This is an optimization exercise on Yosys and OpenROAD, whose aim is small area and a short achievable clock period, not a production implementation. The RTL was checked by simulation tests, not by an equivalence proof against the original design. Power figures rest on the tool's default switching activity, not on a simulated workload.

$ cat flow/flow/abc_area.script
strash
&get -n
&st
&dch -f
&nf -R 1000 -p
&put
mfs2
strash
&get -n
&dch -f
&nf -R 1000 -p
&put
topo
stime -c
dnsize -c
$ cat flow/config.mk
export PLATFORM = sky130hd
export DESIGN_NAME = LabFPGA2
export DESIGN_NICKNAME = LabFPGA2
export VERILOG_FILES = /design/flow/design.v
export SDC_FILE = /design/flow/constraint.sdc
export NUM_CORES = 4
export LEC_CHECK = 0
export CAP_MARGIN = 20
export CORE_MARGIN = 2
export CORE_UTILIZATION = 40
export SLEW_MARGIN = 20
export SYNTH_HIERARCHICAL = 1
$ cat flow/flow/knobs.txt
ABC_AREA=1
SETUP_SLACK_MARGIN=4
CORE_UTILIZATION=65
CTS_BUF_LIST=sky130_fd_sc_hd__clkbuf_8
CTS_CLUSTER_SIZE=40
$ cat flow/design.v
`timescale 1ns / 1ps
module LabFPGA2 #(
	parameter int WIDTH = 24,
	parameter int DIVIDER = 40
)(
	input		logic					clk_i,
										rst_i,
										en_reg_i,
										sw_reg_b_i,
										slct_op_i,
										slct_byte_i,
										slct_sb_i,
	input		logic	[3:0]			cntrl_alu_i,
	input		logic	[3:0]			op_i,
	output	logic	[3:0]			flag_o,
	output	logic	[41:0]		display_o,
	output	logic	[1:0]			counter_slct_op_o,
										counter_slct_byte_o,
	output 	logic					sb_op_o
);
	logic [23:0] reg_a, reg_b;
	logic [1:0]  counter_slct_byte, counter_slct_op;
	logic        sb_op, en_slct_sb, en_slct_byte;
	assign counter_slct_op_o   = counter_slct_op;
	assign counter_slct_byte_o = counter_slct_byte;
	assign sb_op_o             = sb_op;
	logic [3:0] btn_n;
	logic [5:0] db_cnt [4];
	logic [3:0] pulse, idle, last;
	assign btn_n = {slct_sb_i, slct_byte_i, slct_op_i, en_reg_i};
	always_ff @(posedge clk_i) begin
		for (int k = 0; k < 4; k++) begin
			if (!rst_i || last[k])               db_cnt[k] <= 6'd0;
			else if (idle[k])                    db_cnt[k] <= btn_n[k] ? 6'd0 : 6'd24;
			else db_cnt[k] <= {db_cnt[k][4:0], db_cnt[k][5] ^ db_cnt[k][4]};
		end
	end
	always_comb for (int k = 0; k < 4; k++) begin
		idle[k]  = ~|db_cnt[k][3:0];
		pulse[k] = ~db_cnt[k][0] & ~db_cnt[k][1] & ~db_cnt[k][2] & db_cnt[k][4];
		last[k]  = ~db_cnt[k][1] & db_cnt[k][2] & db_cnt[k][3] & ~db_cnt[k][4] & ~db_cnt[k][5];
	end
	wire en_reg    = pulse[0];
	wire slct_op   = pulse[1];
	wire slct_byte = pulse[2];
	wire slct_sb   = pulse[3];
	always_ff @(posedge clk_i) begin
		if (!rst_i) begin
			counter_slct_byte <= 2'd0;
			en_slct_sb        <= 1'b0;
		end else if (en_slct_byte) begin
			counter_slct_byte <= 2'd0;
		end else if (slct_byte) begin
			en_slct_sb        <= 1'b1;
			counter_slct_byte <= {counter_slct_byte[0], ~counter_slct_byte[1] & ~counter_slct_byte[0]};
		end else begin
			en_slct_sb        <= 1'b0;
		end
	end
	always_ff @(posedge clk_i) begin
		if (!rst_i) begin
			counter_slct_op <= 2'd0;
			en_slct_byte    <= 1'b0;
		end else begin
			en_slct_byte <= slct_op;
			if (slct_op)
				counter_slct_op <= {counter_slct_op[0], ~counter_slct_op[1] & ~counter_slct_op[0]};
		end
	end
	always_ff @(posedge clk_i) begin
		if (!rst_i)          sb_op <= 1'b0;
		else if (en_slct_sb) sb_op <= 1'b0;
		else if (slct_sb)    sb_op <= ~sb_op;
	end
	logic [5:0] nib_sel;
	always_comb begin
		nib_sel[0] = ~counter_slct_byte[1] & ~counter_slct_byte[0] & ~sb_op;
		nib_sel[1] = ~counter_slct_byte[1] & ~counter_slct_byte[0] &  sb_op;
		nib_sel[2] =  counter_slct_byte[0] & ~sb_op;
		nib_sel[3] =  counter_slct_byte[0] &  sb_op;
		nib_sel[4] =  counter_slct_byte[1] & ~sb_op;
		nib_sel[5] =  counter_slct_byte[1] &  sb_op;
	end
	wire we_a  = en_reg & ~counter_slct_op[0];
	wire we_b  = en_reg &  counter_slct_op[0];
	wire ld_br = we_b & sw_reg_b_i;
	logic [24:0] r;
	always_ff @(posedge clk_i) begin
		if (!rst_i) begin
			reg_a <= 24'd0;
			reg_b <= 24'd0;
		end else begin
			for (int n = 0; n < 6; n++) begin
				if (we_a & nib_sel[n])      reg_a[4*n +: 4] <= op_i;
				if (ld_br)                  reg_b[4*n +: 4] <= r[4*n +: 4];
				else if (we_b & nib_sel[n]) reg_b[4*n +: 4] <= op_i;
			end
		end
	end
	logic [23:0] a, b;
	logic [24:0] shl, shr, c_add, c_sub, c_inc, c_dec;
	assign a = reg_a;
	assign b = reg_b;
	alu_dp u_dp (.a(a), .b(b), .c_add(c_add), .c_sub(c_sub), .c_inc(c_inc), .c_dec(c_dec), .shl(shl), .shr(shr));
	alu_out u_out (.cntrl_alu_i(cntrl_alu_i), .a(a), .b(b), .view(counter_slct_op),
		.c_add(c_add), .c_sub(c_sub), .c_inc(c_inc), .c_dec(c_dec), .shl(shl), .shr(shr),
		.r(r), .flag_o(flag_o), .display_o(display_o));
endmodule
module alu_dp (
	input  logic [23:0] a,
	input  logic [23:0] b,
	output logic [24:0] c_add,
	output logic [24:0] c_sub,
	output logic [24:0] c_inc,
	output logic [24:0] c_dec,
	output logic [24:0] shl,
	output logic [24:0] shr
);
	wire ga0 = a[0] & b[0];
	wire ga1 = a[1] & b[1];
	wire ga2 = a[2] & b[2];
	wire ga3 = a[3] & b[3];
	wire ga4 = a[4] & b[4];
	wire ga5 = a[5] & b[5];
	wire ga6 = a[6] & b[6];
	wire ga7 = a[7] & b[7];
	wire ga8 = a[8] & b[8];
	wire ga9 = a[9] & b[9];
	wire ga10 = a[10] & b[10];
	wire ga11 = a[11] & b[11];
	wire ga12 = a[12] & b[12];
	wire ga13 = a[13] & b[13];
	wire ga14 = a[14] & b[14];
	wire ga15 = a[15] & b[15];
	wire ga16 = a[16] & b[16];
	wire ga17 = a[17] & b[17];
	wire ga18 = a[18] & b[18];
	wire ga19 = a[19] & b[19];
	wire ga20 = a[20] & b[20];
	wire ga21 = a[21] & b[21];
	wire ga22 = a[22] & b[22];
	wire ga23 = a[23] & b[23];
	wire pa0 = a[0] ^ b[0];
	wire pa1 = a[1] ^ b[1];
	wire pa2 = a[2] ^ b[2];
	wire pa3 = a[3] ^ b[3];
	wire pa4 = a[4] ^ b[4];
	wire pa5 = a[5] ^ b[5];
	wire pa6 = a[6] ^ b[6];
	wire pa7 = a[7] ^ b[7];
	wire pa8 = a[8] ^ b[8];
	wire pa9 = a[9] ^ b[9];
	wire pa10 = a[10] ^ b[10];
	wire pa11 = a[11] ^ b[11];
	wire pa12 = a[12] ^ b[12];
	wire pa13 = a[13] ^ b[13];
	wire pa14 = a[14] ^ b[14];
	wire pa15 = a[15] ^ b[15];
	wire pa16 = a[16] ^ b[16];
	wire pa17 = a[17] ^ b[17];
	wire pa18 = a[18] ^ b[18];
	wire pa19 = a[19] ^ b[19];
	wire pa20 = a[20] ^ b[20];
	wire pa21 = a[21] ^ b[21];
	wire pa22 = a[22] ^ b[22];
	wire pa23 = a[23] ^ b[23];
	wire t0 = ga1 | (pa1 & ga0);
	wire t1 = pa1 & pa0;
	wire t2 = ga3 | (pa3 & ga2);
	wire t3 = pa3 & pa2;
	wire t4 = ga5 | (pa5 & ga4);
	wire t5 = pa5 & pa4;
	wire t6 = ga7 | (pa7 & ga6);
	wire t7 = pa7 & pa6;
	wire t8 = ga9 | (pa9 & ga8);
	wire t9 = pa9 & pa8;
	wire t10 = ga11 | (pa11 & ga10);
	wire t11 = pa11 & pa10;
	wire t12 = ga13 | (pa13 & ga12);
	wire t13 = pa13 & pa12;
	wire t14 = ga15 | (pa15 & ga14);
	wire t15 = pa15 & pa14;
	wire t16 = ga17 | (pa17 & ga16);
	wire t17 = pa17 & pa16;
	wire t18 = ga19 | (pa19 & ga18);
	wire t19 = pa19 & pa18;
	wire t20 = ga21 | (pa21 & ga20);
	wire t21 = pa21 & pa20;
	wire t22 = ga23 | (pa23 & ga22);
	wire t23 = pa23 & pa22;
	wire t24 = ga2 | (pa2 & t0);
	wire t25 = pa2 & t1;
	wire t26 = t2 | (t3 & t0);
	wire t27 = t3 & t1;
	wire t28 = ga6 | (pa6 & t4);
	wire t29 = pa6 & t5;
	wire t30 = t6 | (t7 & t4);
	wire t31 = t7 & t5;
	wire t32 = ga10 | (pa10 & t8);
	wire t33 = pa10 & t9;
	wire t34 = t10 | (t11 & t8);
	wire t35 = t11 & t9;
	wire t36 = ga14 | (pa14 & t12);
	wire t37 = pa14 & t13;
	wire t38 = t14 | (t15 & t12);
	wire t39 = t15 & t13;
	wire t40 = ga18 | (pa18 & t16);
	wire t41 = pa18 & t17;
	wire t42 = t18 | (t19 & t16);
	wire t43 = t19 & t17;
	wire t44 = ga22 | (pa22 & t20);
	wire t45 = pa22 & t21;
	wire t46 = t22 | (t23 & t20);
	wire t47 = t23 & t21;
	wire t48 = ga4 | (pa4 & t26);
	wire t49 = pa4 & t27;
	wire t50 = t4 | (t5 & t26);
	wire t51 = t5 & t27;
	wire t52 = t28 | (t29 & t26);
	wire t53 = t29 & t27;
	wire t54 = t30 | (t31 & t26);
	wire t55 = t31 & t27;
	wire t56 = ga12 | (pa12 & t34);
	wire t57 = pa12 & t35;
	wire t58 = t12 | (t13 & t34);
	wire t59 = t13 & t35;
	wire t60 = t36 | (t37 & t34);
	wire t61 = t37 & t35;
	wire t62 = t38 | (t39 & t34);
	wire t63 = t39 & t35;
	wire t64 = ga20 | (pa20 & t42);
	wire t65 = pa20 & t43;
	wire t66 = t20 | (t21 & t42);
	wire t67 = t21 & t43;
	wire t68 = t44 | (t45 & t42);
	wire t69 = t45 & t43;
	wire t70 = t46 | (t47 & t42);
	wire t71 = t47 & t43;
	wire t72 = ga8 | (pa8 & t54);
	wire t73 = pa8 & t55;
	wire t74 = t8 | (t9 & t54);
	wire t75 = t9 & t55;
	wire t76 = t32 | (t33 & t54);
	wire t77 = t33 & t55;
	wire t78 = t34 | (t35 & t54);
	wire t79 = t35 & t55;
	wire t80 = t56 | (t57 & t54);
	wire t81 = t57 & t55;
	wire t82 = t58 | (t59 & t54);
	wire t83 = t59 & t55;
	wire t84 = t60 | (t61 & t54);
	wire t85 = t61 & t55;
	wire t86 = t62 | (t63 & t54);
	wire t87 = t63 & t55;
	wire t88 = ga16 | (pa16 & t86);
	wire t89 = pa16 & t87;
	wire t90 = t16 | (t17 & t86);
	wire t91 = t17 & t87;
	wire t92 = t40 | (t41 & t86);
	wire t93 = t41 & t87;
	wire t94 = t42 | (t43 & t86);
	wire t95 = t43 & t87;
	wire t96 = t64 | (t65 & t86);
	wire t97 = t65 & t87;
	wire t98 = t66 | (t67 & t86);
	wire t99 = t67 & t87;
	wire t100 = t68 | (t69 & t86);
	wire t101 = t69 & t87;
	wire t102 = t70 | (t71 & t86);
	wire t103 = t71 & t87;
	wire gs0 = a[0] | ~b[0];
	wire gs1 = a[1] & ~b[1];
	wire gs2 = a[2] & ~b[2];
	wire gs3 = a[3] & ~b[3];
	wire gs4 = a[4] & ~b[4];
	wire gs5 = a[5] & ~b[5];
	wire gs6 = a[6] & ~b[6];
	wire gs7 = a[7] & ~b[7];
	wire gs8 = a[8] & ~b[8];
	wire gs9 = a[9] & ~b[9];
	wire gs10 = a[10] & ~b[10];
	wire gs11 = a[11] & ~b[11];
	wire gs12 = a[12] & ~b[12];
	wire gs13 = a[13] & ~b[13];
	wire gs14 = a[14] & ~b[14];
	wire gs15 = a[15] & ~b[15];
	wire gs16 = a[16] & ~b[16];
	wire gs17 = a[17] & ~b[17];
	wire gs18 = a[18] & ~b[18];
	wire gs19 = a[19] & ~b[19];
	wire gs20 = a[20] & ~b[20];
	wire gs21 = a[21] & ~b[21];
	wire gs22 = a[22] & ~b[22];
	wire gs23 = a[23] & ~b[23];
	wire ps0 = ~pa0;
	wire ps1 = ~pa1;
	wire ps2 = ~pa2;
	wire ps3 = ~pa3;
	wire ps4 = ~pa4;
	wire ps5 = ~pa5;
	wire ps6 = ~pa6;
	wire ps7 = ~pa7;
	wire ps8 = ~pa8;
	wire ps9 = ~pa9;
	wire ps10 = ~pa10;
	wire ps11 = ~pa11;
	wire ps12 = ~pa12;
	wire ps13 = ~pa13;
	wire ps14 = ~pa14;
	wire ps15 = ~pa15;
	wire ps16 = ~pa16;
	wire ps17 = ~pa17;
	wire ps18 = ~pa18;
	wire ps19 = ~pa19;
	wire ps20 = ~pa20;
	wire ps21 = ~pa21;
	wire ps22 = ~pa22;
	wire ps23 = ~pa23;
	wire t104 = gs1 | (ps1 & gs0);
	wire t105 = ps1 & ps0;
	wire t106 = gs3 | (ps3 & gs2);
	wire t107 = ps3 & ps2;
	wire t108 = gs5 | (ps5 & gs4);
	wire t109 = ps5 & ps4;
	wire t110 = gs7 | (ps7 & gs6);
	wire t111 = ps7 & ps6;
	wire t112 = gs9 | (ps9 & gs8);
	wire t113 = ps9 & ps8;
	wire t114 = gs11 | (ps11 & gs10);
	wire t115 = ps11 & ps10;
	wire t116 = gs13 | (ps13 & gs12);
	wire t117 = ps13 & ps12;
	wire t118 = gs15 | (ps15 & gs14);
	wire t119 = ps15 & ps14;
	wire t120 = gs17 | (ps17 & gs16);
	wire t121 = ps17 & ps16;
	wire t122 = gs19 | (ps19 & gs18);
	wire t123 = ps19 & ps18;
	wire t124 = gs21 | (ps21 & gs20);
	wire t125 = ps21 & ps20;
	wire t126 = gs23 | (ps23 & gs22);
	wire t127 = ps23 & ps22;
	wire t128 = gs2 | (ps2 & t104);
	wire t129 = ps2 & t105;
	wire t130 = t106 | (t107 & t104);
	wire t131 = t107 & t105;
	wire t132 = gs6 | (ps6 & t108);
	wire t133 = ps6 & t109;
	wire t134 = t110 | (t111 & t108);
	wire t135 = t111 & t109;
	wire t136 = gs10 | (ps10 & t112);
	wire t137 = ps10 & t113;
	wire t138 = t114 | (t115 & t112);
	wire t139 = t115 & t113;
	wire t140 = gs14 | (ps14 & t116);
	wire t141 = ps14 & t117;
	wire t142 = t118 | (t119 & t116);
	wire t143 = t119 & t117;
	wire t144 = gs18 | (ps18 & t120);
	wire t145 = ps18 & t121;
	wire t146 = t122 | (t123 & t120);
	wire t147 = t123 & t121;
	wire t148 = gs22 | (ps22 & t124);
	wire t149 = ps22 & t125;
	wire t150 = t126 | (t127 & t124);
	wire t151 = t127 & t125;
	wire t152 = gs4 | (ps4 & t130);
	wire t153 = ps4 & t131;
	wire t154 = t108 | (t109 & t130);
	wire t155 = t109 & t131;
	wire t156 = t132 | (t133 & t130);
	wire t157 = t133 & t131;
	wire t158 = t134 | (t135 & t130);
	wire t159 = t135 & t131;
	wire t160 = gs12 | (ps12 & t138);
	wire t161 = ps12 & t139;
	wire t162 = t116 | (t117 & t138);
	wire t163 = t117 & t139;
	wire t164 = t140 | (t141 & t138);
	wire t165 = t141 & t139;
	wire t166 = t142 | (t143 & t138);
	wire t167 = t143 & t139;
	wire t168 = gs20 | (ps20 & t146);
	wire t169 = ps20 & t147;
	wire t170 = t124 | (t125 & t146);
	wire t171 = t125 & t147;
	wire t172 = t148 | (t149 & t146);
	wire t173 = t149 & t147;
	wire t174 = t150 | (t151 & t146);
	wire t175 = t151 & t147;
	wire t176 = gs8 | (ps8 & t158);
	wire t177 = ps8 & t159;
	wire t178 = t112 | (t113 & t158);
	wire t179 = t113 & t159;
	wire t180 = t136 | (t137 & t158);
	wire t181 = t137 & t159;
	wire t182 = t138 | (t139 & t158);
	wire t183 = t139 & t159;
	wire t184 = t160 | (t161 & t158);
	wire t185 = t161 & t159;
	wire t186 = t162 | (t163 & t158);
	wire t187 = t163 & t159;
	wire t188 = t164 | (t165 & t158);
	wire t189 = t165 & t159;
	wire t190 = t166 | (t167 & t158);
	wire t191 = t167 & t159;
	wire t192 = gs16 | (ps16 & t190);
	wire t193 = ps16 & t191;
	wire t194 = t120 | (t121 & t190);
	wire t195 = t121 & t191;
	wire t196 = t144 | (t145 & t190);
	wire t197 = t145 & t191;
	wire t198 = t146 | (t147 & t190);
	wire t199 = t147 & t191;
	wire t200 = t168 | (t169 & t190);
	wire t201 = t169 & t191;
	wire t202 = t170 | (t171 & t190);
	wire t203 = t171 & t191;
	wire t204 = t172 | (t173 & t190);
	wire t205 = t173 & t191;
	wire t206 = t174 | (t175 & t190);
	wire t207 = t175 & t191;
	wire t208 = a[1] & a[0];
	wire t209 = a[3] & a[2];
	wire t210 = a[5] & a[4];
	wire t211 = a[7] & a[6];
	wire t212 = a[9] & a[8];
	wire t213 = a[11] & a[10];
	wire t214 = a[13] & a[12];
	wire t215 = a[15] & a[14];
	wire t216 = a[17] & a[16];
	wire t217 = a[19] & a[18];
	wire t218 = a[21] & a[20];
	wire t219 = a[23] & a[22];
	wire t220 = a[2] & t208;
	wire t221 = t209 & t208;
	wire t222 = a[6] & t210;
	wire t223 = t211 & t210;
	wire t224 = a[10] & t212;
	wire t225 = t213 & t212;
	wire t226 = a[14] & t214;
	wire t227 = t215 & t214;
	wire t228 = a[18] & t216;
	wire t229 = t217 & t216;
	wire t230 = a[22] & t218;
	wire t231 = t219 & t218;
	wire t232 = a[4] & t221;
	wire t233 = t210 & t221;
	wire t234 = t222 & t221;
	wire t235 = t223 & t221;
	wire t236 = a[12] & t225;
	wire t237 = t214 & t225;
	wire t238 = t226 & t225;
	wire t239 = t227 & t225;
	wire t240 = a[20] & t229;
	wire t241 = t218 & t229;
	wire t242 = t230 & t229;
	wire t243 = t231 & t229;
	wire t244 = a[8] & t235;
	wire t245 = t212 & t235;
	wire t246 = t224 & t235;
	wire t247 = t225 & t235;
	wire t248 = t236 & t235;
	wire t249 = t237 & t235;
	wire t250 = t238 & t235;
	wire t251 = t239 & t235;
	wire t252 = a[16] & t251;
	wire t253 = t216 & t251;
	wire t254 = t228 & t251;
	wire t255 = t229 & t251;
	wire t256 = t240 & t251;
	wire t257 = t241 & t251;
	wire t258 = t242 & t251;
	wire t259 = t243 & t251;
	wire t260 = ~a[1] & ~a[0];
	wire t261 = ~a[3] & ~a[2];
	wire t262 = ~a[5] & ~a[4];
	wire t263 = ~a[7] & ~a[6];
	wire t264 = ~a[9] & ~a[8];
	wire t265 = ~a[11] & ~a[10];
	wire t266 = ~a[13] & ~a[12];
	wire t267 = ~a[15] & ~a[14];
	wire t268 = ~a[17] & ~a[16];
	wire t269 = ~a[19] & ~a[18];
	wire t270 = ~a[21] & ~a[20];
	wire t271 = ~a[23] & ~a[22];
	wire t272 = ~a[2] & t260;
	wire t273 = t261 & t260;
	wire t274 = ~a[6] & t262;
	wire t275 = t263 & t262;
	wire t276 = ~a[10] & t264;
	wire t277 = t265 & t264;
	wire t278 = ~a[14] & t266;
	wire t279 = t267 & t266;
	wire t280 = ~a[18] & t268;
	wire t281 = t269 & t268;
	wire t282 = ~a[22] & t270;
	wire t283 = t271 & t270;
	wire t284 = ~a[4] & t273;
	wire t285 = t262 & t273;
	wire t286 = t274 & t273;
	wire t287 = t275 & t273;
	wire t288 = ~a[12] & t277;
	wire t289 = t266 & t277;
	wire t290 = t278 & t277;
	wire t291 = t279 & t277;
	wire t292 = ~a[20] & t281;
	wire t293 = t270 & t281;
	wire t294 = t282 & t281;
	wire t295 = t283 & t281;
	wire t296 = ~a[8] & t287;
	wire t297 = t264 & t287;
	wire t298 = t276 & t287;
	wire t299 = t277 & t287;
	wire t300 = t288 & t287;
	wire t301 = t289 & t287;
	wire t302 = t290 & t287;
	wire t303 = t291 & t287;
	wire t304 = ~a[16] & t303;
	wire t305 = t268 & t303;
	wire t306 = t280 & t303;
	wire t307 = t281 & t303;
	wire t308 = t292 & t303;
	wire t309 = t293 & t303;
	wire t310 = t294 & t303;
	wire t311 = t295 & t303;
	assign c_add = {t102, t100, t98, t96, t94, t92, t90, t88, t86, t84, t82, t80, t78, t76, t74, t72, t54, t52, t50, t48, t26, t24, t0, ga0, 1'b0};
	assign c_sub = {t206, t204, t202, t200, t198, t196, t194, t192, t190, t188, t186, t184, t182, t180, t178, t176, t158, t156, t154, t152, t130, t128, t104, gs0, 1'b1};
	assign c_inc = {t259, t258, t257, t256, t255, t254, t253, t252, t251, t250, t249, t248, t247, t246, t245, t244, t235, t234, t233, t232, t221, t220, t208, a[0], 1'b1};
	assign c_dec = ~{t311, t310, t309, t308, t307, t306, t305, t304, t303, t302, t301, t300, t299, t298, t297, t296, t287, t286, t285, t284, t273, t272, t260, ~a[0], 1'b1};
	assign shl = {1'b0, a} << b[4:0];
	assign shr = {1'b0, a} >> b[4:0];
endmodule
module alu_out (
	input  logic [3:0]  cntrl_alu_i,
	input  logic [23:0] a,
	input  logic [23:0] b,
	input  logic [1:0]  view,
	input  logic [24:0] c_add,
	input  logic [24:0] c_sub,
	input  logic [24:0] c_inc,
	input  logic [24:0] c_dec,
	input  logic [24:0] shl,
	input  logic [24:0] shr,
	output logic [24:0] r,
	output logic [3:0]  flag_o,
	output logic [41:0] display_o
);
	logic [15:0] s;
	always_comb for (int k = 0; k < 16; k++) s[k] = (cntrl_alu_i == k);
	wire big = |b[23:5];
	logic [3:0] tt;
	always_comb begin
		case (cntrl_alu_i)
			4'd0, 4'd9, 4'd10: tt = 4'b0110;    
			4'd1:              tt = 4'b1001;    
			4'd2, 4'd6:        tt = 4'b1100;    
			4'd3:              tt = 4'b0011;    
			4'd4:              tt = 4'b1000;    
			4'd7:              tt = 4'b0101;    
			4'd8:              tt = 4'b0111;    
			default:           tt = 4'b0000;
		endcase
	end
	logic [23:0] x, y;
	always_comb for (int k = 0; k < 24; k++) x[k] = tt[{a[k], b[k]}];
	assign y = ({24{s[0]}} & c_add[23:0]) | ({24{s[1]}} & c_sub[23:0])
	         | ({24{s[2]}} & c_inc[23:0]) | ({24{s[3]}} & c_dec[23:0]);
	wire r24 = (s[0] & c_add[24]) | (s[1] & ~c_sub[24]) | (s[2] & c_inc[24]) | (s[3] & ~c_dec[24])
	         | s[7] | s[8] | (s[11] & ~big & shl[24]);
	wire lt = ~c_sub[24];
	wire bit0x = (s[5] & ((|a) | (|b))) | (s[13] & lt) | (s[14] & ~lt);
	assign r = {r24, (x ^ y) | ({24{s[11] & ~big}} & shl[23:0]) | ({24{s[12] & ~big}} & shr[23:0]) | {23'd0, bit0x}};
	assign flag_o[0] = (r == 25'd0);
	assign flag_o[1] = r[23];
	assign flag_o[2] = r[24];
	assign flag_o[3] = r[24];
	logic [23:0] display;
	always_comb begin
		case (view)
			2'b00:   display = a;
			2'b01:   display = b;
			default: display = r[23:0];
		endcase
	end
	always_comb begin
		for (int i = 0; i < 6; i++) begin
			case (display[4*i +: 4])
				4'h0: display_o[7*i +: 7] = 7'b100_0000;
				4'h1: display_o[7*i +: 7] = 7'b111_1001;
				4'h2: display_o[7*i +: 7] = 7'b010_0100;
				4'h3: display_o[7*i +: 7] = 7'b011_0000;
				4'h4: display_o[7*i +: 7] = 7'b001_1001;
				4'h5: display_o[7*i +: 7] = 7'b001_0010;
				4'h6: display_o[7*i +: 7] = 7'b000_0010;
				4'h7: display_o[7*i +: 7] = 7'b111_1000;
				4'h8: display_o[7*i +: 7] = 7'b000_0000;
				4'h9: display_o[7*i +: 7] = 7'b001_1000;
				4'ha: display_o[7*i +: 7] = 7'b000_1000;
				4'hb: display_o[7*i +: 7] = 7'b000_0011;
				4'hc: display_o[7*i +: 7] = 7'b100_0110;
				4'hd: display_o[7*i +: 7] = 7'b010_0001;
				4'he: display_o[7*i +: 7] = 7'b000_0110;
				default: display_o[7*i +: 7] = 7'b000_1110;
			endcase
		end
	end
endmodule
$ cat flow/flow/run.sh
#!/bin/bash
# Own layout flow: the standard ORFS flow (standard.sh) with
#  - the standard synthesis script (synth_recipe.tcl, hierarchical), but ABC's mapping run
#    on each module separately: flow/abc_dp.script on the operand
#    datapath alu_dp, flow/abc_area.script on alu_out and the top module, without the
#    slow cells listed in flow/dont_use.txt; and no full/half-adder cell extraction;
#  - port buffers of type buf_2;
#  - extra ORFS settings from flow/knobs.txt (one VAR=value per line).
# The make output goes to flow_make.log; ORFS keeps each step's log under orfs/logs.
set -euo pipefail
W=$(pwd)
cat > "$W/my_synth.tcl" <<EOT
proc abc {args} {
  set i [lsearch -exact \$args -script]
  set j [expr {\$i + 1}]
  set a [lreplace \$args \$j \$j $W/flow/abc_area.script]
  set f [open $W/flow/dont_use.txt r]
  foreach c [split [string trim [read \$f]]] { if {\$c ne ""} { lappend a -dont_use \$c } }
  close \$f
  set d [lreplace \$a \$j \$j $W/flow/abc_dp.script]
  yosys abc {*}\$d alu_dp
  yosys abc {*}\$a alu_out
  yosys abc {*}\$a LabFPGA2
}
source $W/synth_recipe.tcl
EOT
KNOBS=()
while IFS= read -r line; do
  [[ -z "$line" || "$line" == \#* ]] && continue
  KNOBS+=("$line")
done < "$W/flow/knobs.txt"
bash "$W/standard.sh" \
  "SYNTH_SCRIPT=$W/my_synth.tcl" \
  "ADDER_MAP_FILE=" \
  "BUFFER_PORTS_ARGS=-buffer_cell sky130_fd_sc_hd__buf_2" \
  "${KNOBS[@]}" \
  finish > "$W/flow_make.log" 2>&1
$ cat flow/flow/dont_use.txt
sky130_fd_sc_hd__a222oi_1 sky130_fd_sc_hd__or4_1 sky130_fd_sc_hd__or4_2 sky130_fd_sc_hd__or4_4 sky130_fd_sc_hd__or4b_1 sky130_fd_sc_hd__or4b_2 sky130_fd_sc_hd__or4b_4 sky130_fd_sc_hd__or4bb_1 sky130_fd_sc_hd__or4bb_2 sky130_fd_sc_hd__or4bb_4 sky130_fd_sc_hd__or3_1 sky130_fd_sc_hd__or3_2 sky130_fd_sc_hd__or3_4 sky130_fd_sc_hd__or3b_1 sky130_fd_sc_hd__or3b_2 sky130_fd_sc_hd__or3b_4 sky130_fd_sc_hd__mux4_1 sky130_fd_sc_hd__mux4_2 sky130_fd_sc_hd__mux4_4 sky130_fd_sc_hd__nor4_1 sky130_fd_sc_hd__nor4_2 sky130_fd_sc_hd__nor4_4 sky130_fd_sc_hd__nor4b_1 sky130_fd_sc_hd__nor4b_2 sky130_fd_sc_hd__nor4b_4 sky130_fd_sc_hd__nor4bb_1 sky130_fd_sc_hd__nor4bb_2 sky130_fd_sc_hd__nor4bb_4 sky130_fd_sc_hd__a2111oi_0 sky130_fd_sc_hd__a2111oi_1 sky130_fd_sc_hd__a2111oi_2 sky130_fd_sc_hd__a2111oi_4 sky130_fd_sc_hd__o2111ai_1 sky130_fd_sc_hd__o2111ai_2 sky130_fd_sc_hd__o2111ai_4 sky130_fd_sc_hd__a2111o_1 sky130_fd_sc_hd__a2111o_2 sky130_fd_sc_hd__a2111o_4 sky130_fd_sc_hd__o2111a_1 sky130_fd_sc_hd__o2111a_2 sky130_fd_sc_hd__o2111a_4
$ cat flow/flow/abc_dp.script
strash
&get -n
&st
&dch -f
&nf -R 1000 -p
&put
mfs2
strash
&get -n
&dch -f
&nf -R 1000 -p
&put
topo
stime -c
dnsize -c
$ cat flow/standard.sh
#!/bin/bash
# synth_recipe.tcl (not shown) runs the flow's synth.tcl, then flattens the netlist and writes it again
# the make line also repeats each setting of config.mk as NAME=value (left out here)
make -C /OpenROAD-flow-scripts/flow DESIGN_CONFIG=/design/flow/config.mk WORK_HOME=/design/flow/orfs CLKGATE_MAP_FILE= SYNTH_SCRIPT=/design/flow/synth_recipe.tcl "${@:-finish}"
$ cat flow/constraint.sdc
create_clock -name core_clock -period 12.0 [get_ports {clk_i}]
set_input_delay 2.4000 -clock core_clock [delete_from_list [all_inputs] [get_ports {clk_i}]]
set_output_delay 2.4000 -clock core_clock [all_outputs]
set_load 0.01 [all_outputs]
==> impl_metrics.yaml, run 1 <==
drt:
  wirelength_mm: 36.5
  avgRoutedWirePerCell_um: 20.8
  dr.first_iter.drc_count: 1862
  detail-route-antenna-nets: 0
  avgViaCountPerCell: 6.99
  drc: 0
  via_count: 12225
  dr.pass1.iters: 9
sta:
  fin_hold_ws_ps: 466
  fin_crit_ps: 7990
  maxSlewViolCount: 0
  finalSetupTns_ps: 0
  worst_pin_slew_ps: 987
  finalHoldViolCount: 0
  period_share: 0.666
  finalClockSkew_ps: 9.03
  final-setup-viol-count: 0
  max_slew_margin: 0.342
  setup_ws_ps: 4010
  rsz0062_at_grt: "yes"
  fmax_ghz: 0.125
clock_network:
  htreeDepth: 3
  clock_latency_ps: 360
  clk_path_buf_depth: 2
  cts.clk_slew.worst_paths_ps: 80
  cts_tree: "yes"
  clock_sinks: 79
  cts_root_buffer: "clkbuf_8"
  cts_buffers: 9
power:
  vdd_ir_drop_max_uv: 120
  power_leakage_nw: 4.06
  cellPowerDensity_nw_per_um2: 90.7
cells_and_area:
  final_core_util: 0.722
  fin_area_sq_um: 10400
  drive_above_1_share: 0.121
  nNetsFinal: 1576
  syn2layout_area_growth_pct: 8.98
  n_antenna_cell: 0
worst_setup_path:
  crit_type: "in2out"
  reg2reg_to: "reg_b[21]$_SDFFE_PN0P_"
  cp.depth: 15
  crit_chain: "buf_2 -> clkinv_1 -> nor2_1 -> nor3_2 -> a211o_2 -> nand2_1 -> o21ai_0 -> a21oi_1 -> xnor2_1 -> a221oi_2 -> clkinv_1 -> nor3_1 -> nand4_1 -> nor3_1 -> buf_2"
  crit_slowest_cell: "a211o_2"
  r2r_slack_ps: 7260
  cp_num_buf_inv: 4
  worstSetupStartpointType: "primary input"
  critical_path.max_fanout: 15
  rr_worst_depth: 25
  critical_path.max_stage_delay_ps: 460
  arrival_ps: 5590
  path_delay_family: "simple AND/OR/NAND/NOR gates"
  reg2reg_from: "reg_a[1]$_SDFFE_PN0P_"
  required_ps: 9600
  end_kind: "primary output"
global_route:
  overflow: 0
  grt_usage: 0.441
  grt_pass1_vias: 10753
  grt_pass1_wl_mm: 56.4
  grt_antenna_before_repair: 0
  grt_max_degree: 68
yosys:
  netlist_area_sq_um: 9560
  syn_area_per_cell_sq_um: 6.30
  yosys_warnings: 9
  synthCells: 1518
floorplanning:
  core_region_area_sq_um: 14400
  die_w_um: 125
  dieArea_sq_um: 15700
  rows: 44
  start_util: 0.663
  io_pins: 66
  dieHeight_um: 125
worst_hold_path:
  hp-start: "db_cnt[0][0]$_SDFF_PP0_"
  hold_depth: 1
  holdPathEnd: "db_cnt[0][1]$_SDFF_PP0_"
  hp-class: "reg2reg"
place:
  placed_cell_area_sq_um: 9670
  gp_congestion: 1.04
  dp_slack_ps: 3210
  portBuffers: 65
  dp_hpwl_mm: 24.7
run_status:
  outcome: "complete, no violations"
job:
  cap_violations: 0
[power by group]
| part | switching [W] | internal [W] | leakage [nW] |
|---|---|---|---|
| registers | 0.0000271 | 0.000272 | 0.645 |
| logic | 0.000286 | 0.000160 | 3.31 |
| clock network | 0.0000984 | 0.000101 | 0.106 |
[stage by stage]
| stage | power (W) | cells |
|---|---|---|
| after detailed placement | 0.000676 | 1705 |
| after floorplan | 0.000596 | 1520 |
| after global placement | 0.000671 | 1705 |
| after global routing | 0.000986 | 1750 |
| final | 0.000945 | 1750 |
| after CTS | 0.000892 | 1733 |
[area by class of cell]
| type | instances | area (sq um) |
|---|---|---|
| clock buffer | 10 | 138 |
| clock inverter | 6 | 60.1 |
| fill | 1334 | 4010 |
| inverter | 39 | 153 |
| multi-input combinational | 1322 | 7530 |
| sequential | 79 | 1600 |
| tap | 184 | 230 |
| timing repair buffer | 110 | 712 |
[placed cells by master (no fill, tap or decap), types with 5 or more instances in the layout]
| master | n |
|---|---|
| nor2_1 | 249 |
| nand2_1 | 236 |
| o21ai_0 | 153 |
| a21oi_1 | 113 |
| dfxtp_1 | 74 |
| buf_2 | 65 |
| buf_4 | 39 |
| clkinv_1 | 37 |
| a31oi_1 | 36 |
| nand3_1 | 33 |
| nand2b_1 | 31 |
| and3_1 | 28 |
| a22oi_1 | 28 |
| nor3_1 | 27 |
| and2_0 | 26 |
| nor2b_1 | 26 |
| a22o_1 | 25 |
| xnor2_1 | 23 |
| a221o_1 | 22 |
| maj3_1 | 21 |
| a211oi_1 | 20 |
| o22ai_1 | 20 |
| mux2i_1 | 18 |
| a221oi_1 | 18 |
| xor2_1 | 16 |
| o211ai_1 | 10 |
| clkbuf_8 | 10 |
| or2_0 | 9 |
| nand2_2 | 9 |
| nand4_1 | 8 |
| mux2_1 | 7 |
| a21oi_2 | 7 |
| a221oi_2 | 7 |
| o22a_1 | 6 |
| or2_1 | 6 |
| o21ai_1 | 6 |
| o32ai_1 | 5 |
| dfxtp_4 | 5 |
[registers in the layout, indices dropped and copies added (netlist names)]
register,count
en_slct_byte,1
db_cnt,24
counter_slct_byte,2
sb_op,1
en_slct_sb,1
reg_a,24
counter_slct_op,2
reg_b,24
[how the worst max path moves through the flow]
| stage | startpoint | to | slack, ps |
|---|---|---|---|
| 6_report | cntrl_alu_i[1] | flag_o[0] | 4010 |
| 5_1_grt | cntrl_alu_i[0] | display_o[5] | 3890 |
| 4_1_cts | reg_a[1]$_SDFFE_PN0P_ | display_o[35] | 4000 |
| 3_5_place_dp | reg_b[1]$_SDFFE_PN0P_ | display_o[29] | 3210 |
| 3_3_place_gp | reg_b[1]$_SDFFE_PN0P_ | display_o[29] | 3390 |
| 2_1_floorplan | reg_b[1]$_SDFFE_PN0P_ | display_o[29] | 4040 |
[metal layers]
layer / track usage / up-vias / wire [um]
li1: - / 5546 / -
met5: 0 / - / 0
met4: 0.227 / 0 / 2060
met2: 0.651 / 955 / 15400
met3: 0.133 / 200 / 5300
met1: 0.582 / 5524 / 13700
[what timing repair did]
| item | 4_1_cts | 5_1_grt |
|---|---|---|
| pin swaps | 3 | 19 |
| endpoints found under the setup margin | 39 | 43 |
| buffers inserted | 12 | 17 |
| resized for setup | 22 | 67 |
| hold buffers | 0 | 0 |
| cloned | 0 | 0 |
==> run 2, diff against run 1 <==
--- a/flow/flow/abc_dp.script
+++ b/flow/flow/abc_dp.script
@@ -13,3 +13,5 @@
 topo
 stime -c
+buffer -c
+upsize -c
 dnsize -c
==> flow/flow/knobs.txt (replaced) <==
ABC_AREA=1
SETUP_SLACK_MARGIN=4.3
CORE_UTILIZATION=65
CTS_BUF_LIST=sky130_fd_sc_hd__clkbuf_8
CTS_CLUSTER_SIZE=40
==> impl_metrics.yaml, run 2 <==
clock_network:
  cts.clk_slew.worst_paths_ps: 80
  cts_buffers: 9
  htreeDepth: 3
  clk_path_buf_depth: 2
  cts_root_buffer: "clkbuf_8"
  clock_sinks: 79
  clock_latency_ps: 350
  cts_tree: "yes"
place:
  numPlacedInstances: 1710
  gp_congestion: 1.08
  dp_slack_ps: 3470
  portBuffers: 65
  dp_hpwl_mm: 24.2
cells_and_area:
  drive_above_1_share: 0.171
  multi_input_area_sq_um: 7760
  fill_cells: 1262
  final_common_cell: "nor2_1"
  n_antenna_cell: 0
  nNetsFinal: 1595
  final_core_util: 0.744
  fin_cells: 1769
  reg_top3: "db_cnt (24), reg_a (24), reg_b (24)"
  mostFrequentLayoutCells: "244 x nor2_1, 231 x nand2_1, 152 x o21ai_0"
  syn2layout_area_growth_pct: 10.7
  regArea_sq_um: 1600
worst_setup_path:
  reg2reg_from: "reg_a[0]$_SDFFE_PN0P_"
  critical_path.max_stage_delay_ps: 450
  required_ps: 9600
  end_kind: "primary output"
  crit_type: "in2out"
  crit_chain: "clkbuf_4 -> or2_4 -> nor3_4 -> buf_4 -> a22o_1 -> a221oi_1 -> xnor2_1 -> a221o_1 -> nand2_1 -> nand2_1 -> nand4_1 -> and2_0 -> nor2_1 -> xnor2_1 -> buf_2"
  arrival_ps: 5300
  worstSetupStartpointType: "primary input"
  cp-startpoint: "cntrl_alu_i[2]"
  critical_path.max_fanout: 25
  crit_slowest_cell: "a221oi_1"
floorplanning:
  start_util: 0.672
  rows: 44
  core_region_area_sq_um: 14600
  io_pins: 66
  dieArea_sq_um: 16100
  die_w_um: 127
  dieHeight_um: 127
power:
  vdd_ir_drop_max_uv: 126
  power_leakage_nw: 4.35
  p_sw_w: 0.000408
  power_frac_comb: 0.490
  p_int_w: 0.000562
  swShare: 0.420
  power.total_w: 0.000970
  clock_power_share: 0.204
  cellPowerDensity_nw_per_um2: 89.0
  pwr-share-seq: 0.307
global_route:
  overflow: 0
  grt_pass1_vias: 10691
  grt_usage: 0.421
  grt_max_degree: 73
  grt_pass1_wl_mm: 55.3
  grt_antenna_before_repair: 0
job:
  cap_violations: 0
sta:
  rsz0062_at_grt: "yes"
  fmax_ghz: 0.130
  maxSlewViolCount: 0
  worst_pin_slew_ps: 966
  setup_ws_ps: 4300
  final-setup-viol-count: 0
  max_slew_margin: 0.349
  fin_crit_ps: 7700
  finalHoldViolCount: 0
  finalClockSkew_ps: 7.89
  finalSetupTns_ps: 0
  period_share: 0.642
drt:
  dr.first_iter.drc_count: 1853
  dr.pass1.iters: 8
  wirelength_mm: 36.1
  avgRoutedWirePerCell_um: 20.4
  drc: 0
  detail-route-antenna-nets: 0
  avgViaCountPerCell: 6.89
  via_count: 12186
yosys:
  synthCells: 1562
  netlist_area_sq_um: 9840
  syn_area_per_cell_sq_um: 6.30
  yosys_warnings: 9
worst_hold_path:
  hp-start: "db_cnt[3][0]$_SDFF_PP0_"
  hp-class: "reg2reg"
run_status:
  outcome: "complete, no violations"
==> run 2: power groups by stage <==
| stage | sequential (W) | clock [W] | combinational [W] |
|---|---|---|---|
| 6_report | 0.000297 | 0.000197 | 0.000475 |
| 3_5_place_dp | 0.000302 | 0 | 0.000386 |
| 2_1_floorplan | 0.000295 | 0 | 0.000326 |
| 5_1_grt | 0.000299 | 0.000208 | 0.000508 |
| 3_3_place_gp | 0.000302 | 0 | 0.000382 |
| 4_1_cts | 0.000296 | 0.000198 | 0.000412 |
==> run 2: repair_timing <==
item | in CTS | in global routing
pin swaps | 5 | 34
setup buffers | 11 | 27
cloned | 4 | 1
resized for setup | 54 | 85
setup endpoints to repair | 43 | 43
hold buffers | 0 | 0
==> run 2: worst paths after layout <==
check	end	slack [ps]	cells past startpoint
setup / recovery	display_o[10]	4300	15
hold / removal	db_cnt[3][1]$_SDFF_PP0_	470	1
setup reg to reg	reg_b[21]$_SDFFE_PN0P_	7420	25
hold reg to reg	db_cnt[3][1]$_SDFF_PP0_	470	1
==> run 2: metal layers <==
| layer | share of wire | wire length (um) | track usage |
|---|---|---|---|
| met1 | 0.38 | 13800 | 0.550 |
| met2 | 0.43 | 15400 | 0.650 |
| met5 | 0 | 0 | 0 |
| met4 | 0.064 | 2300 | 0.207 |
| met3 | 0.13 | 4630 | 0.106 |
==> run 2: layout make-up <==
class                      instances  share of cell area
inverter                          39              0.0153
timing repair buffer             128              0.0861
clock inverter                     6             0.00551
clock buffer                      10              0.0126
tap                              184              0.0211
sequential                        79               0.147
multi-input combinational       1323               0.712
==> run 2: per-stage QoR <==
| step | hold slack [ps] | cell area (sq um) |
|---|---|---|
| 2_1_floorplan | 428 | 9870 |
| 3_3_place_gp | 455 | 9810 |
| 3_5_place_dp | 453 | 9810 |
| 4_1_cts | 473 | 10400 |
| 5_1_grt | 493 | 10900 |
| 6_report | 470 | 10900 |
==> run 2: worst max-delay path: cells and delay by family <==
kind | cells | cell delay [ps]
AO/OA/AOI/OAI | 3 | 1010
AND/OR/NAND/NOR | 7 | 980
buffers and inverters | 3 | 590
XOR/XNOR | 2 | 300
==> run 3, diff against run 2 <==
--- a/flow/design.v
+++ b/flow/design.v
@@ -571,5 +571,5 @@
 	wire lt = ~c_sub[24];
 	wire bit0x = (s[5] & ((|a) | (|b))) | (s[13] & lt) | (s[14] & ~lt);
-	assign r = {r24, (x ^ y) | ({24{s[11] & ~big}} & shl[23:0]) | ({24{s[12] & ~big}} & shr[23:0]) | {23'd0, bit0x}};
+	assign r = {r24, (x ^ (y | ({24{s[11] & ~big}} & shl[23:0]) | ({24{s[12] & ~big}} & shr[23:0]))) | {23'd0, bit0x}};
 	assign flag_o[0] = (r == 25'd0);
 	assign flag_o[1] = r[23];
==> flow/flow/knobs.txt (replaced) <==
ABC_AREA=1
SETUP_SLACK_MARGIN=4
CORE_UTILIZATION=65
CTS_BUF_LIST=sky130_fd_sc_hd__clkbuf_8
CTS_CLUSTER_SIZE=40
==> impl_metrics.yaml, run 3 <==
drt:
  dr.first_iter.drc_count: 1775
  wirelength_mm: 34.3
  dr.pass1.iters: 7
  avgViaCountPerCell: 6.72
  via_count: 11804
  detail-route-antenna-nets: 0
  avgRoutedWirePerCell_um: 19.5
  drc: 0
floorplanning:
  core_region_area_sq_um: 14600
  io_pins: 66
  dieArea_sq_um: 16100
  start_util: 0.672
  rows: 44
  dieHeight_um: 127
  die_w_um: 127
cells_and_area:
  drive_above_1_share: 0.125
  fill_cells: 1360
  n_antenna_cell: 0
  mostFrequentLayoutCells: "243 x nor2_1, 227 x nand2_1, 146 x o21ai_0"
  nNetsFinal: 1584
  reg_top3: "db_cnt (24), reg_a (24), reg_b (24)"
  fin_area_sq_um: 10400
  final_common_cell: "nor2_1"
  syn2layout_area_growth_pct: 5.13
global_route:
  grt_pass1_wl_mm: 53.7
  grt_usage: 0.408
  top_usage_layer: "met2"
  overflow: 0
  grt_max_degree: 72
  grt_pass1_vias: 10219
  grt_antenna_before_repair: 0
  met3_usage: 0.127
  gr-usage-met2: 0.622
  met1_usage: 0.542
sta:
  max_slew_margin: 0.394
  maxSlewViolCount: 0
  rsz0062_at_grt: "no"
  fmax_ghz: 0.128
  finalSetupTns_ps: 0
  finalClockSkew_ps: 9.10
  period_share: 0.652
  worst_pin_slew_ps: 907
  fin_crit_ps: 7820
  finalHoldViolCount: 0
  final-setup-viol-count: 0
yosys:
  netlist_area_sq_um: 9850
  syn_area_per_cell_sq_um: 6.24
  yosys_warnings: 9
  synthCells: 1577
run_status:
  outcome: "complete, no violations"
power:
  clock_power_share: 0.195
  pwr-share-seq: 0.333
  power_leakage_nw: 4.15
  p_int_w: 0.000506
  p_sw_w: 0.000393
  vdd_ir_drop_max_uv: 88.2
  swShare: 0.437
  power_frac_comb: 0.472
  cellPowerDensity_nw_per_um2: 86.9
worst_hold_path:
  hp-class: "reg2reg"
  hold_depth: 1
worst_setup_path:
  crit_type: "reg2out"
  critical_path.max_fanout: 13
  critical_path.max_stage_delay_ps: 410
  rr_worst_depth: 25
  cp_common_cell: "or2_4"
  end_kind: "primary output"
  required_ps: 9600
  arrival_ps: 5420
  worstSetupStartpointType: "flip-flop"
  crit_slowest_cell: "dfxtp_4"
clock_network:
  cts_tree: "yes"
  cts_root_buffer: "clkbuf_8"
  cts.clk_slew.worst_paths_ps: 90
  clock_latency_ps: 360
  cts_buffers: 9
  htreeDepth: 3
  clock_sinks: 79
  clk_path_buf_depth: 2
  postCtsHoldBufs: 0
place:
  portBuffers: 65
  gp_congestion: 1.01
  dp_hpwl_mm: 24.2
  placed_cell_area_sq_um: 9830
job:
  cap_violations: 0
## run 3: what timing repair did
item | in CTS | in global routing
endpoints found under the setup margin | 38 | 39
gates cloned | 0 | 1
pin swaps | 2 | 9
buffers inserted | 6 | 9
resized for setup | 9 | 42
## run 3: metal layers
layer | vias up | part of all wire | wire, um
met5 | - | 0 | 0
met4 | 0 | 0.047 | 1620
met3 | 165 | 0.14 | 4690
met2 | 836 | 0.42 | 14500
met1 | 5253 | 0.39 | 13500
li1 | 5550 | - | -
## run 3: layout make-up
cell class	count	area (sq um)	area share
Sequential cell	79	1600	0.154
Timing Repair Buffer	103	644	0.0623
Multi-Input combinational cell	1342	7580	0.732
Clock buffer	9	124	0.0120
Clock inverter	6	46.3	0.00447
Tap cell	184	230	0.0222
Inverter	34	131	0.0127
## run 3: power groups by stage
stage	Sequential (W)	Clock (W)	Combinational, W
CTS	0.000298	0.000176	0.000391
global route	0.000301	0.000187	0.000460
global placement	0.000305	0	0.000378
finish	0.000299	0.000176	0.000425
detailed placement	0.000306	0	0.000382
floorplan	0.000295	0	0.000325
## run 3: worst paths after layout
path | startpoint | to | slack, ps
worst max-delay path | reg_a[1]$_SDFFE_PN0P_ | display_o[38] | 4180
worst min-delay path | db_cnt[1][0]$_SDFF_PP0_ | db_cnt[1][1]$_SDFF_PP0_ | 460
worst max register to register | reg_a[1]$_SDFFE_PN0P_ | reg_b[21]$_SDFFE_PN0P_ | 7560
worst min register to register | db_cnt[1][0]$_SDFF_PP0_ | db_cnt[1][1]$_SDFF_PP0_ | 460
## run 3: stage by stage
step / std cells / hold slack [ps] / setup slack (ps) / power (W) / util
2_1_floorplan: 1579 / 428 / 4110 / 0.000620 / -
3_5_place_dp: 1726 / 458 / 3520 / 0.000688 / 0.671
3_3_place_gp: 1726 / 446 / 3680 / 0.000683 / 0.671
5_1_grt: 1757 / 476 / 3950 / 0.000948 / 0.707
6_report: 1757 / 462 / 4180 / 0.000900 / 0.707
4_1_cts: 1747 / 465 / 4010 / 0.000865 / 0.688
## run 3: critical path: cells and delay by family, from the launching register on
family | cells | cell delay, ps
XOR/XNOR | 2 | 310
AND/OR/NAND/NOR | 19 | 2990
AO/OA/AOI/OAI | 5 | 1120
buffers and inverters | 2 | 200
flip-flops | 1 | 410
==> run 4, diff against run 3 <==
==> flow/flow/knobs.txt (replaced) <==
ABC_AREA=1
SETUP_SLACK_MARGIN=4
CORE_UTILIZATION=70
CTS_BUF_LIST=sky130_fd_sc_hd__clkbuf_8
CTS_CLUSTER_SIZE=40
==> impl_metrics.yaml, run 4 <==
sta:
  fmax_ghz: 0.126
  worst_pin_slew_ps: 1000
  finalClockSkew_ps: 14.6
  period_share: 0.659
  fin_hold_ws_ps: 468
  final-setup-viol-count: 0
  finalSetupTns_ps: 0
  rsz0062_at_grt: "yes"
  finalHoldViolCount: 0
  maxSlewViolCount: 0
  max_slew_margin: 0.333
  fin_crit_ps: 7910
yosys:
  yosys_warnings: 9
  netlist_area_sq_um: 9850
  synthCells: 1577
  syn_area_per_cell_sq_um: 6.24
worst_hold_path:
  hold_depth: 1
  hp-class: "reg2reg"
  holdPathEnd: "db_cnt[3][1]$_SDFF_PP0_"
  hp-start: "db_cnt[3][0]$_SDFF_PP0_"
cells_and_area:
  mostFrequentLayoutCells: "244 x nor2_1, 227 x nand2_1, 152 x a21oi_1"
  n_antenna_cell: 0
  nNetsFinal: 1579
  syn2layout_area_growth_pct: 4.18
  fin_cells: 1749
  reg_top3: "db_cnt (24), reg_a (24), reg_b (24)"
  fin_area_sq_um: 10300
  drive_above_1_share: 0.113
  final_common_cell: "nor2_1"
clock_network:
  cts.clk_slew.worst_paths_ps: 80
  clock_sinks: 79
  htreeDepth: 3
  cts_root_buffer: "clkbuf_8"
  cts_buffers: 9
  cts_tree: "yes"
  clk_path_buf_depth: 2
  postCtsHoldBufs: 0
  clock_latency_ps: 370
floorplanning:
  dieArea_sq_um: 15000
  rows: 43
  die_w_um: 123
  dieHeight_um: 123
  core_region_area_sq_um: 13800
  io_pins: 66
  start_util: 0.712
place:
  portBuffers: 65
  dp_hpwl_mm: 23.4
  placed_cell_area_sq_um: 9800
  numPlacedInstances: 1719
  gp_congestion: 0.977
worst_setup_path:
  rr_worst_depth: 25
  reg2reg_to: "reg_b[23]$_SDFFE_PN0P_"
  end_kind: "primary output"
  worstSetupStartpointType: "primary input"
  required_ps: 9600
  crit_type: "in2out"
  r2r_slack_ps: 7390
  critical_path.max_fanout: 25
  arrival_ps: 5510
  reg2reg_from: "reg_a[1]$_SDFFE_PN0P_"
global_route:
  grt_usage: 0.431
  grt_pass1_vias: 9802
  grt_max_degree: 73
  grt_pass1_wl_mm: 51.5
  grt_antenna_before_repair: 0
  overflow: 0
drt:
  dr.pass1.iters: 8
  drc: 0
  via_count: 11906
  detail-route-antenna-nets: 0
  avgViaCountPerCell: 6.81
  dr.first_iter.drc_count: 1951
  wirelength_mm: 33.6
  avgRoutedWirePerCell_um: 19.2
run_status:
  outcome: "complete, no violations"
job:
  cap_violations: 0
power:
  power.total_w: 0.000904
  power_leakage_nw: 4.12
  vdd_ir_drop_max_uv: 89.8
  cellPowerDensity_nw_per_um2: 88.1
==> run 4: cell types whose count changed in the layout (fill, tap and decap cells not counted), moves of 2 or more <==
cell	delta
a21oi_2	-8
a21oi_1	+7
buf_4	-6
a221oi_1	+2
a221oi_2	-2
==> run 4: area by class of cell <==
class	instances	area (sq um)
clock buffers	10	138
fillers	1249	3570
multi-input cells	1342	7520
well taps	180	225
repair buffers	98	602
flip-flops and latches	79	1600
clock inverters	6	45.0
inverters	34	135
==> run 4: power by group <==
group | internal, W | total (W) | switching [W] | leakage (nW)
sequential | 0.000273 | 0.000299 | 0.0000263 | 0.644
combinational | 0.000158 | 0.000420 | 0.000262 | 3.38
clock | 0.0000818 | 0.000185 | 0.000103 | 0.0907
total | 0.000512 | 0.000904 | 0.000392 | 4.12
==> run 4: metrics by stage <==
| stage | worst slack [ps] | util |
|---|---|---|
| 2_1_floorplan | 4110 | - |
| 3_3_place_gp | 4060 | 0.709 |
| 3_5_place_dp | 3930 | 0.709 |
| 4_1_cts | 4020 | 0.727 |
| 5_1_grt | 3940 | 0.742 |
| 6_report | 4090 | 0.742 |
==> run 4: what timing repair did <==
item                       CTS  global route
setup endpoints to repair   22            38
buffers inserted             3            11
gates resized for setup     11            29
pin swaps                    1            10
==> run 4: layer usage <==
metal	global-route usage	vias to the layer above	part of all wire
met2	0.655	912	0.42
li1	-	5534	-
met3	0.102	161	0.14
met1	0.579	5299	0.39
met4	0.190	0	0.053
met5	0	-	0
==> run 4: worst max-delay path, stage by stage <==
cell      delay [ps]
buf_2            170
or2_1            210
nor3_2            50
buf_4            240
a22o_1           210
a221o_1          300
a221oi_1         450
xor2_1           410
a21oi_1          270
o21bai_1         290
nand3_1          130
a31oi_1          190
buf_2            150
==> run 4: how the worst max path moves through the flow <==
stage / to / depth (start not counted) / from
after floorplan: display_o[7] / 11 / cntrl_alu_i[0]
after global routing: display_o[38] / 24 / reg_b[2]$_SDFFE_PN0P_
after CTS: display_o[35] / 28 / reg_a[1]$_SDFFE_PN0P_
after global placement: display_o[40] / 22 / reg_b[2]$_SDFFE_PN0P_
final: display_o[7] / 13 / cntrl_alu_i[1]
after detailed placement: display_o[40] / 22 / reg_b[2]$_SDFFE_PN0P_
==> run 5, diff against run 4 <==
==> flow/flow/knobs.txt (replaced) <==
ABC_AREA=1
SETUP_SLACK_MARGIN=3.8
CORE_UTILIZATION=65
CTS_BUF_LIST=sky130_fd_sc_hd__clkbuf_8
CTS_CLUSTER_SIZE=40
==> impl_metrics.yaml, run 5 <==
power:
  cellPowerDensity_nw_per_um2: 90.2
  vdd_ir_drop_max_uv: 108
  power_leakage_nw: 4.10
worst_setup_path:
  critical_path.max_fanout: 13
  arrival_ps: 5570
  crit_type: "reg2out"
  cp_num_buf_inv: 2
  reg2reg_from: "reg_a[0]$_SDFFE_PN0P_"
  crit_slowest_cell: "dfxtp_2"
  end_kind: "primary output"
  cp_common_cell: "or2_4"
  required_ps: 9600
  worstSetupStartpointType: "flip-flop"
  path_delay_family: "simple AND/OR/NAND/NOR gates"
  critical_path.max_stage_delay_ps: 420
  cp-startpoint: "reg_a[0]$_SDFFE_PN0P_"
drt:
  wl_met2_mm: 14.8
  dr.first_iter.drc_count: 1970
  drc: 0
  met1Wirelength_mm: 13.6
  via_count: 11830
  top_layer_used: "met4"
  detail-route-antenna-nets: 0
  wirelength_mm: 34.4
  dr.pass1.iters: 12
  avgViaCountPerCell: 6.74
  avgRoutedWirePerCell_um: 19.6
  dr_wl_met3_mm: 4.46
floorplanning:
  dieHeight_um: 127
  io_pins: 66
  rows: 44
  die_w_um: 127
  dieArea_sq_um: 16100
  core_region_area_sq_um: 14600
  start_util: 0.672
cells_and_area:
  drive_above_1_share: 0.109
  reg_top3: "db_cnt (24), reg_a (24), reg_b (24)"
  final_common_cell: "nor2_1"
  syn2layout_area_growth_pct: 4.02
  n_antenna_cell: 0
  nNetsFinal: 1581
  fin_area_sq_um: 10200
  mostFrequentLayoutCells: "245 x nor2_1, 228 x nand2_1, 154 x a21oi_1"
sta:
  max_slew_margin: 0.354
  finalClockSkew_ps: 6.06
  rsz0062_at_grt: "yes"
  worst_pin_slew_ps: 969
  fmax_ghz: 0.126
  finalSetupTns_ps: 0
  maxSlewViolCount: 0
  final-setup-viol-count: 0
  fin_crit_ps: 7970
  period_share: 0.664
  finalHoldViolCount: 0
  setup_ws_ps: 4030
clock_network:
  postCtsHoldBufs: 0
  clock_sinks: 79
  cts.clk_slew.worst_paths_ps: 80
  cts_root_buffer: "clkbuf_8"
  cts_buffers: 9
  clock_latency_ps: 360
  clk_path_buf_depth: 2
  htreeDepth: 3
  cts_tree: "yes"
job:
  cap_violations: 0
global_route:
  grt_antenna_before_repair: 0
  grt_pass1_vias: 10260
  grt_usage: 0.411
  grt_pass1_wl_mm: 53.9
  overflow: 0
  grt_max_degree: 72
place:
  placed_cell_area_sq_um: 9820
  dp_hpwl_mm: 24.3
  portBuffers: 65
  dp_slack_ps: 3480
  gp_congestion: 1.04
worst_hold_path:
  hp-class: "reg2reg"
  hp-start: "db_cnt[2][0]$_SDFF_PP0_"
yosys:
  yosys_warnings: 9
  syn_area_per_cell_sq_um: 6.24
  synthCells: 1577
  netlist_area_sq_um: 9850
run_status:
  outcome: "complete, no violations"
## run 5: cell count changes in the layout (fill, tap and decap cells not counted), moves of 2 or more
cell     delta
a21oi_4     -2
xnor2_1     +4
xnor2_2     -4
a21oi_1     +2
buf_4       +4
## run 5: timing repair
| item | CTS | global route |
|---|---|---|
| setup endpoints to repair | 33 | 26 |
| setup buffers | 3 | 10 |
| pin swaps | 1 | 5 |
| gates cloned | 0 | 1 |
| gates resized for setup | 7 | 15 |
| hold endpoints to repair | 0 | 0 |
## run 5: per-layer routing
| layer | GRT usage | up-vias |
|---|---|---|
| met1 | 0.543 | 5308 |
| met5 | 0 | - |
| li1 | - | 5542 |
| met3 | 0.111 | 138 |
| met2 | 0.640 | 842 |
| met4 | 0.165 | 0 |
## run 5: where the power goes
group	switching, W	leakage [nW]	internal [W]	total (W)
clock	0.000101	0.103	0.000109	0.000209
sequential	0.0000269	0.644	0.000272	0.000299
combinational	0.000262	3.35	0.000154	0.000416
total	0.000389	4.10	0.000535	0.000924
## run 5: worst paths after layout
kind	end	slack [ps]	cells after the start
worst max register to register	reg_b[21]$_SDFFE_PN0P_	7480	24
worst max-delay path	display_o[35]	4030	28
worst min register to register	db_cnt[2][1]$_SDFF_PP0_	470	1
worst min-delay path	db_cnt[2][1]$_SDFF_PP0_	470	1
## run 5: cell type report
| type | count | area (sq um) |
|---|---|---|
| clock buffer | 11 | 151 |
| clock inverter | 5 | 62.6 |
| fill | 1390 | 4400 |
| inverter | 34 | 131 |
| multi-input combinational | 1342 | 7450 |
| sequential | 79 | 1600 |
| tap | 184 | 230 |
| timing repair buffer | 100 | 618 |
## run 5: stage by stage
stage | instances | hold slack, ps | power, W | utilization
floorplan | 1579 | 428 | 0.000619 | -
global placement | 1725 | 445 | 0.000683 | 0.671
detailed placement | 1725 | 447 | 0.000688 | 0.671
CTS | 1744 | 467 | 0.000899 | 0.688
global route | 1755 | 490 | 0.000973 | 0.699
finish | 1755 | 466 | 0.000924 | 0.699
==> run 6, diff against run 5 <==
==> flow/flow/knobs.txt (replaced) <==
ABC_AREA=1
SETUP_SLACK_MARGIN=4
CORE_UTILIZATION=65
CTS_BUF_LIST=sky130_fd_sc_hd__clkbuf_8
CTS_CLUSTER_SIZE=40
BUFFER_PORTS_ARGS=-buffer_cell sky130_fd_sc_hd__buf_1
==> impl_metrics.yaml, run 6 <==
run_status:
  outcome: "complete, no violations"
worst_setup_path:
  crit_type: "reg2out"
  critical_path.max_stage_delay_ps: 920
  crit_slowest_cell: "dfxtp_1"
  crit_chain: "clkinv_1 -> maj3_1 -> a21oi_2 -> o21ai_1 -> a21oi_2 -> o21ai_2 -> and3_1 -> nor2b_2 -> o21ai_0 -> a22oi_2 -> nand3_1 -> a21oi_2 -> xnor2_2 -> a221o_1 -> a21oi_2 -> nor2_1 -> a21oi_1 -> xor2_1 -> buf_2"
  r2r_slack_ps: 7470
  critical_path.max_fanout: 17
  worstSetupStartpointType: "flip-flop"
  end_kind: "primary output"
  required_ps: 9600
  rr_worst_depth: 16
  reg2reg_from: "reg_b[4]$_SDFFE_PN0P_"
  reg2reg_to: "reg_b[21]$_SDFFE_PN0P_"
  arrival_ps: 5540
  cp_common_cell: "a21oi_2"
yosys:
  netlist_area_sq_um: 9850
  yosys_warnings: 9
  syn_area_per_cell_sq_um: 6.24
  synthCells: 1577
place:
  portBuffers: 65
  gp_congestion: 1.03
  dp_hpwl_mm: 24.4
  numPlacedInstances: 1725
drt:
  wirelength_mm: 35.5
  via_count: 12168
  detail-route-antenna-nets: 0
  dr.first_iter.drc_count: 1878
  avgRoutedWirePerCell_um: 20.1
  avgViaCountPerCell: 6.87
  drc: 0
  dr.pass1.iters: 9
job:
  cap_violations: 0
worst_hold_path:
  hp-start: "db_cnt[3][0]$_SDFF_PP0_"
  holdPathEnd: "db_cnt[3][1]$_SDFF_PP0_"
  hold_depth: 1
  hp-class: "reg2reg"
power:
  p_sw_w: 0.000407
  swShare: 0.425
  vdd_ir_drop_max_uv: 119
  power_frac_comb: 0.447
  clock_power_share: 0.243
  pwr-share-seq: 0.311
  power_leakage_nw: 4.01
  cellPowerDensity_nw_per_um2: 92.4
  p_int_w: 0.000552
clock_network:
  clock_latency_ps: 370
  clock_sinks: 79
  htreeDepth: 3
  cts_tree: "yes"
  clk_path_buf_depth: 2
  cts_root_buffer: "clkbuf_8"
  cts.clk_slew.worst_paths_ps: 90
  cts_buffers: 9
  postCtsHoldBufs: 0
cells_and_area:
  multi_input_area_sq_um: 7530
  fin_cells: 1771
  drive_above_1_share: 0.0933
  final_common_cell: "nor2_1"
  final_core_util: 0.709
  fill_cells: 1317
  regArea_sq_um: 1600
  n_antenna_cell: 0
  mostFrequentLayoutCells: "244 x nor2_1, 226 x nand2_1, 147 x a21oi_1"
  reg_top3: "db_cnt (24), reg_a (24), reg_b (24)"
  syn2layout_area_growth_pct: 5.43
  nNetsFinal: 1597
sta:
  finalHoldViolCount: 0
  period_share: 0.662
  finalClockSkew_ps: 17.3
  fin_crit_ps: 7940
  max_slew_margin: 0.351
  rsz0062_at_grt: "yes"
  fmax_ghz: 0.126
  worst_pin_slew_ps: 963
  finalSetupTns_ps: 0
  fin_hold_ws_ps: 471
  final-setup-viol-count: 0
  maxSlewViolCount: 0
floorplanning:
  dieArea_sq_um: 16100
  dieHeight_um: 127
  die_w_um: 127
  io_pins: 66
  core_region_area_sq_um: 14600
  rows: 44
  start_util: 0.672
global_route:
  top_usage_layer: "met2"
  met3_usage: 0.101
  grt_max_degree: 72
  gr-usage-met2: 0.629
  grt_pass1_vias: 10321
  overflow: 0
  met1_usage: 0.552
  grt_pass1_wl_mm: 54.2
  grt_usage: 0.413
  grt_antenna_before_repair: 0
-- run 6: final cells by class --
class,count,share of cell area
clock buffers,9,0.0119
well taps,184,0.0222
repair buffers,116,0.0629
inverters,34,0.0127
multi-input cells,1342,0.726
flip-flops and latches,79,0.154
clock inverters,7,0.0105
-- run 6: how the worst max path moves through the flow --
| stage | from | end | depth (start not counted) |
|---|---|---|---|
| global route | reg_a[1]$_SDFFE_PN0P_ | display_o[38] | 28 |
| finish | reg_b[4]$_SDFFE_PN0P_ | display_o[38] | 19 |
| floorplan | cntrl_alu_i[0] | display_o[7] | 11 |
| CTS | reg_b[1]$_SDFFE_PN0P_ | display_o[36] | 23 |
| global placement | reg_b[0]$_SDFFE_PN0P_ | display_o[35] | 24 |
| detailed placement | reg_b[0]$_SDFFE_PN0P_ | display_o[36] | 24 |
-- run 6: power by group through the flow --
stage	clock, W	combinational [W]	sequential [W]
3_3_place_gp	0	0.000373	0.000306
5_1_grt	0.000245	0.000458	0.000299
3_5_place_dp	0	0.000377	0.000307
6_report	0.000233	0.000428	0.000298
2_1_floorplan	0	0.000325	0.000295
4_1_cts	0.000234	0.000385	0.000299
-- run 6: through the flow --
step                      setup WS [ps]  total power [W]  cell area [sq um]
after floorplan                    4110         0.000620               9860
after global placement             3830         0.000679               9740
final                              4060         0.000959              10400
after global routing               3890          0.00100              10400
after detailed placement           3670         0.000684               9740
after CTS                          4000         0.000919              10100
-- run 6: layer usage --
metal  vias to the layer above  wire [um]
met1                      5427      13600
met2                       951      15200
li1                       5593          -
met4                         0       1870
met3                       197       4940
met5                         -          0
-- run 6: repair_timing --
| item | CTS | global route |
|---|---|---|
| gates resized for setup | 12 | 41 |
| endpoints found under the hold margin | 0 | 0 |
| pin swaps | 4 | 11 |
| buffers inserted | 7 | 23 |
| endpoints found under the setup margin | 41 | 38 |
-- run 6: worst max-delay path: cells and delay by family, from the launching register on --
kind	cells	cell delay (ps)
flops	1	920
buf+inv	2	750
xor+xnor	2	300
compound gates	10	2090
simple gates	4	550
fa+ha+maj	1	540

==> static timing again, ports no longer ideal <==
How much do the figures lean on ideal ports? The routed layouts below were timed once more, with nothing changed but the port constraints.
Step 1 assumes that a clkbuf_16 drives the clock port and a buf_2 every other input.
Step 2, shift: input delay + t, output delay - t, t = (earliest + latest rising clock arrival at the registers) / 2. This alone moves slack from input paths to output paths.
a / b / c = ideal ports / drivers / drivers and shift; a / b = the first two.
run	t (ns)	slack for setup (ns)	slew at the worst register clock pin (ns)
run 1	0.394	4.007 / 3.983 / 3.983	0.08 / 0.08
run 2	0.375	4.300 / 4.272 / 4.273	0.08 / 0.08
run 3	0.383	4.181 / 4.151 / 4.233	0.09 / 0.09
run 4	0.394	4.092 / 4.069 / 4.069	0.09 / 0.09
run 5	0.394	4.034 / 4.000 / 4.023	0.08 / 0.08
run 6	0.395	4.056 / 4.020 / 4.097	0.10 / 0.10
After both steps every run listed still meets setup and hold. For run 2, which loses most, drivers alone change the setup slack by -0.028 ns; drivers and shift together by -0.027 ns.
